From an optimization exercise on the open Yosys and OpenROAD flow, aimed at small area, a short achievable clock period and few clock cycles per item; shortcuts taken in it are not production practice.
Function not checked in this run: the RTL went through the layout flow alone.
Power is estimated from default activity; no workload was simulated.

File: flow/design.v
module cordic_multiply #(
    parameter WL = 16,
    parameter FL = 14,
    parameter N_ITER = 15
)(
    input  wire                 clk,
    input  wire                 rst_n,
    input  wire                 start,
    input  wire signed [WL-1:0] in1,
    input  wire signed [WL-1:0] in2,
    output wire signed [WL-1:0] out,
    output reg                  done
);
    reg  [15:1] ya_r, yb_r;
    reg         c0_r, p16_r;
    reg  [8:3] yc_r;
    wire p1 = ~(in1[0]);
    wire p2 = ~(in1[1]);
    wire p3 = ~(in1[2]);
    wire p4 = ~(in1[3]);
    wire p5 = ~(in1[4]);
    wire p6 = ~(in1[5]);
    wire p7 = ~(in1[6]);
    wire p8 = ~(in1[7]);
    wire p9 = ~(in1[8]);
    wire p10 = ~(in1[9]);
    wire p11 = ~(in1[10]);
    wire p12 = ~(in1[11]);
    wire p13 = ~(in1[12]);
    wire p14 = ~(in1[13]);
    wire p15 = ~(in1[14]);
    wire p16 = ~(~(in1[15]));
    wire p17 = ~(in2[15] & ~in1[0]);
    wire p18 = ~(in2[15]);
    wire p19 = ~(in2[14] & in1[1]);
    wire p20 = ~(in2[13] & in1[2]);
    wire p21 = ~(in2[12] & in1[3]);
    wire p22 = ~(in2[11] & in1[4]);
    wire p23 = ~(in2[10] & in1[5]);
    wire p24 = ~(in2[9] & in1[6]);
    wire p25 = ~(in2[8] & in1[7]);
    wire p26 = ~(in2[7] & in1[8]);
    wire p27 = ~(in2[6] & in1[9]);
    wire p28 = ~(in2[5] & in1[10]);
    wire p29 = ~(in2[4] & in1[11]);
    wire p30 = ~(in2[3] & in1[12]);
    wire p31 = ~(in2[2] & in1[13]);
    wire p32 = ~(~(in2[1] & in1[14]));
    wire p33 = ~(in2[15] & ~in1[1]);
    wire p34 = ~(in2[14] & in1[2]);
    wire p35 = ~(in2[13] & in1[3]);
    wire p36 = ~(in2[12] & in1[4]);
    wire p37 = ~(in2[11] & in1[5]);
    wire p38 = ~(in2[10] & in1[6]);
    wire p39 = ~(in2[9] & in1[7]);
    wire p40 = ~(in2[8] & in1[8]);
    wire p41 = ~(in2[7] & in1[9]);
    wire p42 = ~(in2[6] & in1[10]);
    wire p43 = ~(in2[5] & in1[11]);
    wire p44 = ~(in2[4] & in1[12]);
    wire p45 = ~(in2[3] & in1[13]);
    wire p46 = ~(in2[2] & in1[14]);
    wire p47 = ~(~(in2[1] & in1[15]));
    wire p48 = ~(in2[1] & in1[14]);
    wire p49 = ~(in2[15] & ~in1[2]);
    wire p50 = ~(in2[14] & in1[3]);
    wire p51 = ~(in2[13] & in1[4]);
    wire p52 = ~(in2[12] & in1[5]);
    wire p53 = ~(in2[11] & in1[6]);
    wire p54 = ~(in2[10] & in1[7]);
    wire p55 = ~(in2[9] & in1[8]);
    wire p56 = ~(in2[8] & in1[9]);
    wire p57 = ~(in2[7] & in1[10]);
    wire p58 = ~(in2[6] & in1[11]);
    wire p59 = ~(in2[5] & in1[12]);
    wire p60 = ~(in2[4] & in1[13]);
    wire p61 = ~(in2[3] & in1[14]);
    wire p62 = ~(~(in2[2] & in1[15]));
    wire p63 = ~(in2[15] & ~in1[3]);
    wire p64 = ~(in2[14] & in1[4]);
    wire p65 = ~(in2[13] & in1[5]);
    wire p66 = ~(in2[12] & in1[6]);
    wire p67 = ~(in2[11] & in1[7]);
    wire p68 = ~(in2[10] & in1[8]);
    wire p69 = ~(in2[9] & in1[9]);
    wire p70 = ~(in2[8] & in1[10]);
    wire p71 = ~(in2[7] & in1[11]);
    wire p72 = ~(in2[6] & in1[12]);
    wire p73 = ~(in2[5] & in1[13]);
    wire p74 = ~(in2[4] & in1[14]);
    wire p75 = ~(~(in2[3] & in1[15]));
    wire p76 = ~(in2[15] & ~in1[4]);
    wire p77 = ~(in2[14] & in1[5]);
    wire p78 = ~(in2[13] & in1[6]);
    wire p79 = ~(in2[12] & in1[7]);
    wire p80 = ~(in2[11] & in1[8]);
    wire p81 = ~(in2[10] & in1[9]);
    wire p82 = ~(in2[9] & in1[10]);
    wire p83 = ~(in2[8] & in1[11]);
    wire p84 = ~(in2[7] & in1[12]);
    wire p85 = ~(in2[6] & in1[13]);
    wire p86 = ~(in2[5] & in1[14]);
    wire p87 = ~(~(in2[4] & in1[15]));
    wire p88 = ~(in2[15] & ~in1[5]);
    wire p89 = ~(in2[14] & in1[6]);
    wire p90 = ~(in2[13] & in1[7]);
    wire p91 = ~(in2[12] & in1[8]);
    wire p92 = ~(in2[11] & in1[9]);
    wire p93 = ~(in2[10] & in1[10]);
    wire p94 = ~(in2[9] & in1[11]);
    wire p95 = ~(in2[8] & in1[12]);
    wire p96 = ~(in2[7] & in1[13]);
    wire p97 = ~(in2[6] & in1[14]);
    wire p98 = ~(~(in2[5] & in1[15]));
    wire p99 = ~(in2[15] & ~in1[6]);
    wire p100 = ~(in2[14] & in1[7]);
    wire p101 = ~(in2[13] & in1[8]);
    wire p102 = ~(in2[12] & in1[9]);
    wire p103 = ~(in2[11] & in1[10]);
    wire p104 = ~(in2[10] & in1[11]);
    wire p105 = ~(in2[9] & in1[12]);
    wire p106 = ~(in2[8] & in1[13]);
    wire p107 = ~(in2[7] & in1[14]);
    wire p108 = ~(~(in2[6] & in1[15]));
    wire p109 = ~(in2[15] & ~in1[7]);
    wire p110 = ~(in2[14] & in1[8]);
    wire p111 = ~(in2[13] & in1[9]);
    wire p112 = ~(in2[12] & in1[10]);
    wire p113 = ~(in2[11] & in1[11]);
    wire p114 = ~(in2[10] & in1[12]);
    wire p115 = ~(in2[9] & in1[13]);
    wire p116 = ~(in2[8] & in1[14]);
    wire p117 = ~(~(in2[7] & in1[15]));
    wire p118 = ~(in2[15] & ~in1[8]);
    wire p119 = ~(in2[14] & in1[9]);
    wire p120 = ~(in2[13] & in1[10]);
    wire p121 = ~(in2[12] & in1[11]);
    wire p122 = ~(in2[11] & in1[12]);
    wire p123 = ~(in2[10] & in1[13]);
    wire p124 = ~(in2[9] & in1[14]);
    wire p125 = ~(~(in2[8] & in1[15]));
    wire p126 = ~(in2[15] & ~in1[9]);
    wire p127 = ~(in2[14] & in1[10]);
    wire p128 = ~(in2[13] & in1[11]);
    wire p129 = ~(in2[12] & in1[12]);
    wire p130 = ~(in2[11] & in1[13]);
    wire p131 = ~(in2[10] & in1[14]);
    wire p132 = ~(~(in2[9] & in1[15]));
    wire p133 = ~(in2[15] & ~in1[10]);
    wire p134 = ~(in2[14] & in1[11]);
    wire p135 = ~(in2[13] & in1[12]);
    wire p136 = ~(in2[12] & in1[13]);
    wire p137 = ~(in2[11] & in1[14]);
    wire p138 = ~(~(in2[10] & in1[15]));
    wire p139 = ~(in2[15] & ~in1[11]);
    wire p140 = ~(in2[14] & in1[12]);
    wire p141 = ~(in2[13] & in1[13]);
    wire p142 = ~(in2[12] & in1[14]);
    wire p143 = ~(~(in2[11] & in1[15]));
    wire p144 = ~(in2[15] & ~in1[12]);
    wire p145 = ~(in2[14] & in1[13]);
    wire p146 = ~(in2[13] & in1[14]);
    wire p147 = ~(~(in2[12] & in1[15]));
    wire p148 = ~(in2[15] & ~in1[13]);
    wire p149 = ~(in2[14] & in1[14]);
    wire p150 = ~(~(in2[13] & in1[15]));
    wire p151 = ~(in2[15] & ~in1[14]);
    wire p152 = ~(~(in2[14] & in1[15]));
    wire p153 = ~(in2[15] & ~in1[15]);
    wire p154 = ~(1'b1);
    wire s155, c156;
    cm_fa us155 (.a(p1), .b(p2), .ci(p3), .s(s155), .co(c156));
    wire s157, c158;
    cm_fa us157 (.a(p4), .b(p5), .ci(p6), .s(s157), .co(c158));
    wire s159, c160;
    cm_fa us159 (.a(p7), .b(p8), .ci(p9), .s(s159), .co(c160));
    wire s161, c162;
    cm_fa us161 (.a(p10), .b(p11), .ci(p12), .s(s161), .co(c162));
    wire s163, c164;
    cm_fa us163 (.a(p13), .b(p14), .ci(p15), .s(s163), .co(c164));
    wire s165, c166;
    cm_fa us165 (.a(s155), .b(s157), .ci(s159), .s(s165), .co(c166));
    wire s167, c168;
    cm_fa us167 (.a(s161), .b(s163), .ci(s165), .s(s167), .co(c168));
    wire s169, c170;
    cm_fa us169 (.a(p16), .b(p17), .ci(p18), .s(s169), .co(c170));
    wire s171, c172;
    cm_fa us171 (.a(p19), .b(p20), .ci(p21), .s(s171), .co(c172));
    wire s173, c174;
    cm_fa us173 (.a(p22), .b(p23), .ci(p24), .s(s173), .co(c174));
    wire s175, c176;
    cm_fa us175 (.a(p25), .b(p26), .ci(p27), .s(s175), .co(c176));
    wire s177, c178;
    cm_fa us177 (.a(p28), .b(p29), .ci(p30), .s(s177), .co(c178));
    wire s179, c180;
    cm_fa us179 (.a(p31), .b(p32), .ci(c156), .s(s179), .co(c180));
    wire s181, c182;
    cm_fa us181 (.a(c158), .b(c160), .ci(c162), .s(s181), .co(c182));
    wire s183, c184;
    cm_fa us183 (.a(c164), .b(s169), .ci(s171), .s(s183), .co(c184));
    wire s185, c186;
    cm_fa us185 (.a(s173), .b(s175), .ci(s177), .s(s185), .co(c186));
    wire s187, c188;
    cm_fa us187 (.a(c166), .b(s179), .ci(s181), .s(s187), .co(c188));
    wire s189, c190;
    cm_fa us189 (.a(s183), .b(s185), .ci(c168), .s(s189), .co(c190));
    wire s191, c192;
    cm_fa us191 (.a(p33), .b(p34), .ci(p35), .s(s191), .co(c192));
    wire s193, c194;
    cm_fa us193 (.a(p36), .b(p37), .ci(p38), .s(s193), .co(c194));
    wire s195, c196;
    cm_fa us195 (.a(p39), .b(p40), .ci(p41), .s(s195), .co(c196));
    wire s197, c198;
    cm_fa us197 (.a(p42), .b(p43), .ci(p44), .s(s197), .co(c198));
    wire s199, c200;
    cm_fa us199 (.a(p45), .b(p46), .ci(p47), .s(s199), .co(c200));
    wire s201, c202;
    cm_fa us201 (.a(p48), .b(c170), .ci(c172), .s(s201), .co(c202));
    wire s203, c204;
    cm_fa us203 (.a(c174), .b(c176), .ci(c178), .s(s203), .co(c204));
    wire s205, c206;
    cm_fa us205 (.a(s191), .b(s193), .ci(s195), .s(s205), .co(c206));
    wire s207, c208;
    cm_fa us207 (.a(s197), .b(s199), .ci(c180), .s(s207), .co(c208));
    wire s209, c210;
    cm_fa us209 (.a(c182), .b(c184), .ci(c186), .s(s209), .co(c210));
    wire s211, c212;
    cm_fa us211 (.a(s201), .b(s203), .ci(s205), .s(s211), .co(c212));
    wire s213, c214;
    cm_fa us213 (.a(s207), .b(c188), .ci(s209), .s(s213), .co(c214));
    wire s215, c216;
    cm_fa us215 (.a(s211), .b(c190), .ci(s213), .s(s215), .co(c216));
    wire s217, c218;
    cm_fa us217 (.a(p49), .b(p50), .ci(p51), .s(s217), .co(c218));
    wire s219, c220;
    cm_fa us219 (.a(p52), .b(p53), .ci(p54), .s(s219), .co(c220));
    wire s221, c222;
    cm_fa us221 (.a(p55), .b(p56), .ci(p57), .s(s221), .co(c222));
    wire s223, c224;
    cm_fa us223 (.a(p58), .b(p59), .ci(p60), .s(s223), .co(c224));
    wire s225, c226;
    cm_fa us225 (.a(p61), .b(p62), .ci(c192), .s(s225), .co(c226));
    wire s227, c228;
    cm_fa us227 (.a(c194), .b(c196), .ci(c198), .s(s227), .co(c228));
    wire s229, c230;
    cm_fa us229 (.a(c200), .b(s217), .ci(s219), .s(s229), .co(c230));
    wire s231, c232;
    cm_fa us231 (.a(s221), .b(s223), .ci(c202), .s(s231), .co(c232));
    wire s233, c234;
    cm_fa us233 (.a(c204), .b(c206), .ci(s225), .s(s233), .co(c234));
    wire s235, c236;
    cm_fa us235 (.a(s227), .b(s229), .ci(c208), .s(s235), .co(c236));
    wire s237, c238;
    cm_fa us237 (.a(c210), .b(s231), .ci(c212), .s(s237), .co(c238));
    wire s239, c240;
    cm_fa us239 (.a(s233), .b(s235), .ci(c214), .s(s239), .co(c240));
    wire s241, c242;
    cm_fa us241 (.a(p63), .b(p64), .ci(p65), .s(s241), .co(c242));
    wire s243, c244;
    cm_fa us243 (.a(p66), .b(p67), .ci(p68), .s(s243), .co(c244));
    wire s245, c246;
    cm_fa us245 (.a(p69), .b(p70), .ci(p71), .s(s245), .co(c246));
    wire s247, c248;
    cm_fa us247 (.a(p72), .b(p73), .ci(p74), .s(s247), .co(c248));
    wire s249, c250;
    cm_fa us249 (.a(p75), .b(c218), .ci(c220), .s(s249), .co(c250));
    wire s251, c252;
    cm_fa us251 (.a(c222), .b(c224), .ci(s241), .s(s251), .co(c252));
    wire s253, c254;
    cm_fa us253 (.a(s243), .b(s245), .ci(s247), .s(s253), .co(c254));
    wire s255, c256;
    cm_fa us255 (.a(c226), .b(c228), .ci(c230), .s(s255), .co(c256));
    wire s257, c258;
    cm_fa us257 (.a(s249), .b(s251), .ci(s253), .s(s257), .co(c258));
    wire s259, c260;
    cm_fa us259 (.a(c232), .b(c234), .ci(s255), .s(s259), .co(c260));
    wire s261, c262;
    cm_fa us261 (.a(s257), .b(c236), .ci(c238), .s(s261), .co(c262));
    wire s263, c264;
    cm_fa us263 (.a(p76), .b(p77), .ci(p78), .s(s263), .co(c264));
    wire s265, c266;
    cm_fa us265 (.a(p79), .b(p80), .ci(p81), .s(s265), .co(c266));
    wire s267, c268;
    cm_fa us267 (.a(p82), .b(p83), .ci(p84), .s(s267), .co(c268));
    wire s269, c270;
    cm_fa us269 (.a(p85), .b(p86), .ci(p87), .s(s269), .co(c270));
    wire s271, c272;
    cm_fa us271 (.a(c242), .b(c244), .ci(c246), .s(s271), .co(c272));
    wire s273, c274;
    cm_fa us273 (.a(c248), .b(s263), .ci(s265), .s(s273), .co(c274));
    wire s275, c276;
    cm_fa us275 (.a(s267), .b(s269), .ci(c250), .s(s275), .co(c276));
    wire s277, c278;
    cm_fa us277 (.a(c252), .b(c254), .ci(s271), .s(s277), .co(c278));
    wire s279, c280;
    cm_fa us279 (.a(s273), .b(c256), .ci(s275), .s(s279), .co(c280));
    wire s281, c282;
    cm_fa us281 (.a(c258), .b(s277), .ci(c260), .s(s281), .co(c282));
    wire s283, c284;
    cm_fa us283 (.a(p88), .b(p89), .ci(p90), .s(s283), .co(c284));
    wire s285, c286;
    cm_fa us285 (.a(p91), .b(p92), .ci(p93), .s(s285), .co(c286));
    wire s287, c288;
    cm_fa us287 (.a(p94), .b(p95), .ci(p96), .s(s287), .co(c288));
    wire s289, c290;
    cm_fa us289 (.a(p97), .b(p98), .ci(c264), .s(s289), .co(c290));
    wire s291, c292;
    cm_fa us291 (.a(c266), .b(c268), .ci(c270), .s(s291), .co(c292));
    wire s293, c294;
    cm_fa us293 (.a(s283), .b(s285), .ci(s287), .s(s293), .co(c294));
    wire s295, c296;
    cm_fa us295 (.a(c272), .b(c274), .ci(s289), .s(s295), .co(c296));
    wire s297, c298;
    cm_fa us297 (.a(s291), .b(s293), .ci(c276), .s(s297), .co(c298));
    wire s299, c300;
    cm_fa us299 (.a(c278), .b(s295), .ci(c280), .s(s299), .co(c300));
    wire s301, c302;
    cm_fa us301 (.a(p99), .b(p100), .ci(p101), .s(s301), .co(c302));
    wire s303, c304;
    cm_fa us303 (.a(p102), .b(p103), .ci(p104), .s(s303), .co(c304));
    wire s305, c306;
    cm_fa us305 (.a(p105), .b(p106), .ci(p107), .s(s305), .co(c306));
    wire s307, c308;
    cm_fa us307 (.a(p108), .b(c284), .ci(c286), .s(s307), .co(c308));
    wire s309, c310;
    cm_fa us309 (.a(c288), .b(s301), .ci(s303), .s(s309), .co(c310));
    wire s311, c312;
    cm_fa us311 (.a(s305), .b(c290), .ci(c292), .s(s311), .co(c312));
    wire s313, c314;
    cm_fa us313 (.a(c294), .b(s307), .ci(s309), .s(s313), .co(c314));
    wire s315, c316;
    cm_fa us315 (.a(c296), .b(s311), .ci(s313), .s(s315), .co(c316));
    wire s317, c318;
    cm_fa us317 (.a(p109), .b(p110), .ci(p111), .s(s317), .co(c318));
    wire s319, c320;
    cm_fa us319 (.a(p112), .b(p113), .ci(p114), .s(s319), .co(c320));
    wire s321, c322;
    cm_fa us321 (.a(p115), .b(p116), .ci(p117), .s(s321), .co(c322));
    wire s323, c324;
    cm_fa us323 (.a(c302), .b(c304), .ci(c306), .s(s323), .co(c324));
    wire s325, c326;
    cm_fa us325 (.a(s317), .b(s319), .ci(s321), .s(s325), .co(c326));
    wire s327, c328;
    cm_fa us327 (.a(c308), .b(c310), .ci(s323), .s(s327), .co(c328));
    wire s329, c330;
    cm_fa us329 (.a(s325), .b(c312), .ci(c314), .s(s329), .co(c330));
    wire s331, c332;
    cm_fa us331 (.a(p118), .b(p119), .ci(p120), .s(s331), .co(c332));
    wire s333, c334;
    cm_fa us333 (.a(p121), .b(p122), .ci(p123), .s(s333), .co(c334));
    wire s335, c336;
    cm_fa us335 (.a(p124), .b(p125), .ci(c318), .s(s335), .co(c336));
    wire s337, c338;
    cm_fa us337 (.a(c320), .b(c322), .ci(s331), .s(s337), .co(c338));
    wire s339, c340;
    cm_fa us339 (.a(s333), .b(c324), .ci(c326), .s(s339), .co(c340));
    wire s341, c342;
    cm_fa us341 (.a(s335), .b(s337), .ci(c328), .s(s341), .co(c342));
    wire s343, c344;
    cm_fa us343 (.a(s339), .b(c330), .ci(s341), .s(s343), .co(c344));
    wire s345, c346;
    cm_fa us345 (.a(p126), .b(p127), .ci(p128), .s(s345), .co(c346));
    wire s347, c348;
    cm_fa us347 (.a(p129), .b(p130), .ci(p131), .s(s347), .co(c348));
    wire s349, c350;
    cm_fa us349 (.a(p132), .b(c332), .ci(c334), .s(s349), .co(c350));
    wire s351, c352;
    cm_fa us351 (.a(s345), .b(s347), .ci(c336), .s(s351), .co(c352));
    wire s353, c354;
    cm_fa us353 (.a(c338), .b(s349), .ci(c340), .s(s353), .co(c354));
    wire s355, c356;
    cm_fa us355 (.a(s351), .b(c342), .ci(s353), .s(s355), .co(c356));
    wire s357, c358;
    cm_fa us357 (.a(p133), .b(p134), .ci(p135), .s(s357), .co(c358));
    wire s359, c360;
    cm_fa us359 (.a(p136), .b(p137), .ci(p138), .s(s359), .co(c360));
    wire s361, c362;
    cm_fa us361 (.a(c346), .b(c348), .ci(s357), .s(s361), .co(c362));
    wire s363, c364;
    cm_fa us363 (.a(s359), .b(c350), .ci(s361), .s(s363), .co(c364));
    wire s365, c366;
    cm_fa us365 (.a(c352), .b(s363), .ci(c354), .s(s365), .co(c366));
    wire s367, c368;
    cm_fa us367 (.a(p139), .b(p140), .ci(p141), .s(s367), .co(c368));
    wire s369, c370;
    cm_fa us369 (.a(p142), .b(p143), .ci(c358), .s(s369), .co(c370));
    wire s371, c372;
    cm_fa us371 (.a(c360), .b(s367), .ci(c362), .s(s371), .co(c372));
    wire s373, c374;
    cm_fa us373 (.a(s369), .b(c364), .ci(s371), .s(s373), .co(c374));
    wire s375, c376;
    cm_fa us375 (.a(p144), .b(p145), .ci(p146), .s(s375), .co(c376));
    wire s377, c378;
    cm_fa us377 (.a(p147), .b(c368), .ci(s375), .s(s377), .co(c378));
    wire s379, c380;
    cm_fa us379 (.a(c370), .b(s377), .ci(c372), .s(s379), .co(c380));
    wire s381, c382;
    cm_fa us381 (.a(p148), .b(p149), .ci(p150), .s(s381), .co(c382));
    wire s383, c384;
    cm_fa us383 (.a(c376), .b(s381), .ci(c378), .s(s383), .co(c384));
    wire s385, c386;
    cm_fa us385 (.a(p151), .b(p152), .ci(c382), .s(s385), .co(c386));
    wire s387, c388;
    cm_fa us387 (.a(p153), .b(p154), .ci(c386), .s(s387), .co(c388));
    wire [16:0] ya = {s387, c384, c380, c374, c366, c356, c344, s343, s327, c298, s297, s279, s259, s237, s215, s187, s167};
    wire [16:0] yb = {1'b1, s385, s383, s379, s373, s365, s355, 1'b1, c316, c300, c282, c262, c240, c216, 1'b1, s189, 1'b1};
    wire        cy0 = ya[0] | yb[0];        
    wire        sx16 = ~(ya[16] ^ yb[16]);  
    always @(posedge clk) begin
        ya_r  <= ya[15:1];
        yb_r  <= yb[15:1];
        c0_r  <= cy0;
        p16_r <= sx16;
    end
    always @(posedge clk)
        yc_r <= {s329, s315, s299, s281, s261, s239};
    wire [15:1] ya2, yb2;
    wire yk9;
    wire yk8;
    wire yk7;
    wire yk6;
    wire yk5;
    wire yk4;
    cm_fa ur3 (.a(ya_r[3]), .b(yb_r[3]), .ci(yc_r[3]), .s(ya2[3]), .co(yk4));
    cm_fa ur4 (.a(ya_r[4]), .b(yb_r[4]), .ci(yc_r[4]), .s(ya2[4]), .co(yk5));
    cm_fa ur5 (.a(ya_r[5]), .b(yb_r[5]), .ci(yc_r[5]), .s(ya2[5]), .co(yk6));
    cm_fa ur6 (.a(ya_r[6]), .b(yb_r[6]), .ci(yc_r[6]), .s(ya2[6]), .co(yk7));
    cm_fa ur7 (.a(ya_r[7]), .b(yb_r[7]), .ci(yc_r[7]), .s(ya2[7]), .co(yk8));
    cm_fa ur8 (.a(ya_r[8]), .b(yb_r[8]), .ci(yc_r[8]), .s(ya2[8]), .co(yk9));
    assign ya2[1] = ya_r[1];
    assign yb2[1] = yb_r[1];
    assign ya2[2] = ya_r[2];
    assign yb2[2] = yb_r[2];
    assign yb2[3] = 1'b1;
    assign yb2[4] = yk4;
    assign yb2[5] = yk5;
    assign yb2[6] = yk6;
    assign yb2[7] = yk7;
    assign yb2[8] = yk8;
    assign ya2[9] = ya_r[9];
    assign yb2[9] = yk9;
    assign ya2[10] = ya_r[10];
    assign yb2[10] = yb_r[10];
    assign ya2[11] = ya_r[11];
    assign yb2[11] = yb_r[11];
    assign ya2[12] = ya_r[12];
    assign yb2[12] = yb_r[12];
    assign ya2[13] = ya_r[13];
    assign yb2[13] = yb_r[13];
    assign ya2[14] = ya_r[14];
    assign yb2[14] = yb_r[14];
    assign ya2[15] = ya_r[15];
    assign yb2[15] = yb_r[15];
    wire [16:0] sum = {p16_r, ya2, 1'b1} + {1'b1, yb2, c0_r};
    assign out = ~sum[16:1];
    always @(posedge clk or negedge rst_n)
        if (!rst_n) done <= 1'b0;
        else        done <= start;
endmodule
module cm_han (
    input  wire a,
    input  wire b,
    output wire s,
    output wire co
);
    assign s  = ~(a ^ b);
    assign co = a | b;
endmodule
module cm_fa (
    input  wire a,
    input  wire b,
    input  wire ci,
    output wire s,
    output wire co
);
    assign s  = a ^ b ^ ci;
    assign co = (a & b) | (a & ci) | (b & ci);
endmodule
File: flow/flow/run.sh
#!/bin/bash
# Layout flow: the standard flow (standard.sh, unchanged synthesis and
# steps), except that the port buffers are the platform's smallest buffer
# (buf_1) instead of the default pick; repair_design still resizes them where
# a load needs it.  The full output goes to standard.log in this folder.
set -euo pipefail
export BUFFER_PORTS_ARGS="-buffer_cell sky130_fd_sc_hd__buf_1"
bash standard.sh > standard.log 2>&1
File: flow/standard.sh
#!/bin/bash
# synth_recipe.tcl (not shown) runs the flow's synth.tcl, then flattens the netlist and writes it again
# the make line also repeats each setting of config.mk as NAME=value (left out here)
make -C /OpenROAD-flow-scripts/flow DESIGN_CONFIG=/design/flow/config.mk WORK_HOME=/design/flow/orfs CLKGATE_MAP_FILE= SYNTH_SCRIPT=/design/flow/synth_recipe.tcl "${@:-finish}"
File: flow/config.mk
export PLATFORM = sky130hd
export DESIGN_NAME = cordic_multiply
export DESIGN_NICKNAME = cordic_multiply
export VERILOG_FILES = /design/flow/design.v
export SDC_FILE = /design/flow/constraint.sdc
export NUM_CORES = 4
export LEC_CHECK = 0
export CAP_MARGIN = 20
export CORE_MARGIN = 2
export CORE_UTILIZATION = 40
export CTS_BUF_LIST = sky130_fd_sc_hd__clkbuf_4
export PLACE_DENSITY = 0.75
export SETUP_SLACK_MARGIN = 2.9
export SLEW_MARGIN = 20
export SYNTH_HIERARCHICAL = 1
export SYNTH_MINIMUM_KEEP_SIZE = 0
File: flow/constraint.sdc
create_clock -name core_clock -period 7.0 [get_ports {clk}]
set_input_delay 1.4000 -clock core_clock [delete_from_list [all_inputs] [get_ports {clk}]]
set_output_delay 1.4000 -clock core_clock [all_outputs]
set_load 0.01 [all_outputs]
==> results.yml <==
critical_path:
  critPathRequiredTime_ns: 7.23
  path_buf_inv: 2
  critPathLaunchType: "input port"
  cp_max_fo: 7
  crit_start: "in1[6]"
  cp-end-kind: "flip-flop"
  critPathArrivalTime_ns: 4.23
  cp_num_cells: 7
  critPathCapture: "ya_r[2]$_DFF_P_"
  critPathTopFamily: "adder cells"
  crit_type: "in2reg"
  crit_chain: "buf_1 -> inv_1 -> fa_1 -> fa_1 -> fa_1 -> fa_1 -> fa_1"
  slowest_delay_ns: 0.58
  crit_path_frequent_cell: "fa_1"
  slowest_stage: "fa_1"
floorplan:
  fp.dieH_um: 111
  die-area_mm2: 0.0124
  start_util: 0.406
  rows: 39
  die_x_um: 111
  core_area_mm2: 0.0113
  io_pins: 52
place:
  place_congestion: 0.907
  dp_cells: 606
  port-buffer-count: 50
  placed_area_mm2: 0.00491
  hpwl_um: 9120
  pre_cts_ws_ns: 2.32
clock_tree:
  clkSinkCount: 36
  cts_inserted_buffers: 5
  cts_tree: "done"
  cts_root_buf: "clkbuf_4"
  htree_levels: 2
  clock_path_buffers: 2
  clkSlewWorstSetupHoldPaths_ns: 0.10
  cts_hold_buf: 0
pwr:
  p_per_area_mw_per_mm2: 486
  total_power_mw: 2.47
  power.leakage_nw: 1.93
  ir_worst_vdd_mv: 0.652
logic_synthesis:
  synth_seq_cells: 36
  async_reset_ff_frac: 0.0278
  yosys_warnings: 7
  synthTopCellsByArea: "fa_1 (54%), dfxtp_1 (15%), nand2_1 (10%), ha_1 (3.8%), and2_1 (2.0%)"
  synthFlopType: "dfxtp_1"
  yosysSeqAreaShare: 0.158
  synth_top_area_cell: "fa_1"
  syn-mean-instance-area_um2: 10.6
  syn-num-nets: 604
  syn_area_mm2: 0.00460
  synth_edf_count: 0
  syn_inst: 432
  synth_top_area_frac: 0.536
  yosysUniqueCellTypes: 39
routing:
  ant_nets: 0
  drtIter0Drc: 273
  routedWlPerCell_um: 18.1
  vias: 3308
  post-route-drc-count: 0
  drt_pass1_iterations: 5
  vias_per_cell: 5.38
  wl_um: 11100
timing:
  slew_violations: 0
  hold_viol_final: 0
  fin_tns_setup_ns: 0
  fin_ws_ns: 3.00
  fin_hold_ws_ns: 0.799
  max_freq_mhz: 250
  timing.final.crit_share: 0.572
  min_period_ns: 4.00
  rsz0062_at_grt: "yes"
  finalSetupViolations: 0
layout:
  final_cell_count_no_fill: 615
  finish.instance_area_mm2: 0.00509
  final_util: 0.449
  n_antenna_cell: 0
  syn_to_final_growth_pct: 10.6
  drive_gt1_frac: 0.0996
  fin_nets: 643
global_route:
  gr-usage-all-layers: 0.191
  grt_pass1_wl_um: 18600
  grt_pass1_vias: 3811
  grt_max_degree: 18
  antenna_found_initial: 0
  grt-ovfl-total: 0
status:
  outcome: "finished clean"
flow_run:
  max-cap-violations: 0
min_path:
  hold_path.class: "in2async"
layout make-up:
| type | instances | area, µm² |
|---|---|---|
| Tap cell | 143 | 179 |
| Inverter | 23 | 86.3 |
| Multi-Input combinational cell | 354 | 3800 |
| Fill cell | 1059 | 6230 |
| Sequential cell | 36 | 726 |
| Clock inverter | 3 | 37.5 |
| Timing Repair Buffer | 51 | 221 |
| Clock buffer | 5 | 37.5 |
worst min-delay path by stage:
stage | from | end | cells past startpoint | slack [ns]
2_1_floorplan | rst_n | done$_DFF_PN0_ | 0 | 1.10
3_3_place_gp | rst_n | done$_DFF_PN0_ | 1 | 1.17
3_5_place_dp | rst_n | done$_DFF_PN0_ | 1 | 1.16
4_1_cts | rst_n | done$_DFF_PN0_ | 1 | 0.79
5_1_grt | rst_n | done$_DFF_PN0_ | 1 | 0.77
6_report | rst_n | done$_DFF_PN0_ | 1 | 0.80
repair_timing:
item	in CTS	in global routing
pin swaps	0	6
gates resized for setup	17	20
buffers inserted	0	1
cloned	0	0
endpoints found under the setup margin	19	13
metal layers:
metal	vias up	track usage	part of all wire
met5	-	0	0
met4	0	0.0593	0.020
met3	28	0.0312	0.086
met2	176	0.339	0.50
met1	1678	0.238	0.39
li1	1426	-	-
Yosys cell counts (3+ instances only):
library cell  count
fa_1            123
inv_1            23
nand2b_1          4
and2_1           15
nand2_1         127
nor3_1            3
xor2_1            4
xnor2_1           6
o21ai_0           4
nor2_1            6
clkbuf_1         19
a21oi_1          10
dfxtp_1          35
nand3_1           8
ha_1             14
o21ai_1           3
cells in the final DEF (no fill, tap or decap), drive strengths merged, types with 3 or more instances in the layout:
| master | count |
|---|---|
| nor2 | 6 |
| inv | 23 |
| nand2b | 4 |
| xnor2 | 6 |
| and2 | 15 |
| nand3 | 8 |
| a21oi | 11 |
| nor3 | 3 |
| buf | 45 |
| fa | 123 |
| nand2 | 127 |
| xor2 | 4 |
| dfxtp | 35 |
| o21ai | 7 |
| clkbuf | 11 |
| ha | 14 |
power breakdown:
| part | internal (mW) | switching [mW] | total [mW] |
|---|---|---|---|
| registers | 0.311 | 0.0473 | 0.359 |
| logic | 0.840 | 1.13 | 1.98 |
| clock network | 0.0729 | 0.0630 | 0.136 |
| total | 1.22 | 1.24 | 2.47 |
flip-flops by register name, indices dropped and copies added, names as in the netlist:
register  count
p16_r         1
ya_r         15
yb_r         13
yc_r          6
done          1
per-module statistics from Yosys (local to each module, per instance):
module	times used	cells inside
cm_fa	123	1
cordic_multiply	1	309
kinds of logic after synthesis:
group / count (synthesis) / synth area share
adder cells (fa/ha/maj): 137 / 0.574
AND/OR/NAND/NOR: 170 / 0.159
other: 1 / 0.000816
AO/OA/AOI/OAI: 36 / 0.0558
buffers and inverters: 42 / 0.0343
flip-flops: 36 / 0.158
XOR/XNOR: 10 / 0.0190

## what the ideal ports hide
In the flow no input, the clock included, has a driving cell. The finished layout below was timed again as built, in two steps. Step 1 (the two cells are an assumption about what drives the block):
set clk [get_ports {clk}]
set_driving_cell -lib_cell sky130_fd_sc_hd__clkbuf_16 $clk
set_driving_cell -lib_cell sky130_fd_sc_hd__buf_2 [delete_from_list [all_inputs] $clk]
Step 2 also shifts input and output timing later by t, the mid clock arrival at the registers, as if the neighbouring blocks saw the same clock. Slacks: no drivers / after step 1 / after step 2; pairs: no drivers / after step 1.
t, ns: 0.353
slack for setup (ns): 2.996 / 2.988 / 2.635
worst register clock-pin slew, ns: 0.10 / 0.10
cell pins on the clock port's net: 1
After both steps setup and hold are still met in this run. The setup slack of this run moves by -0.008 ns with the drivers and by -0.361 ns with both steps.
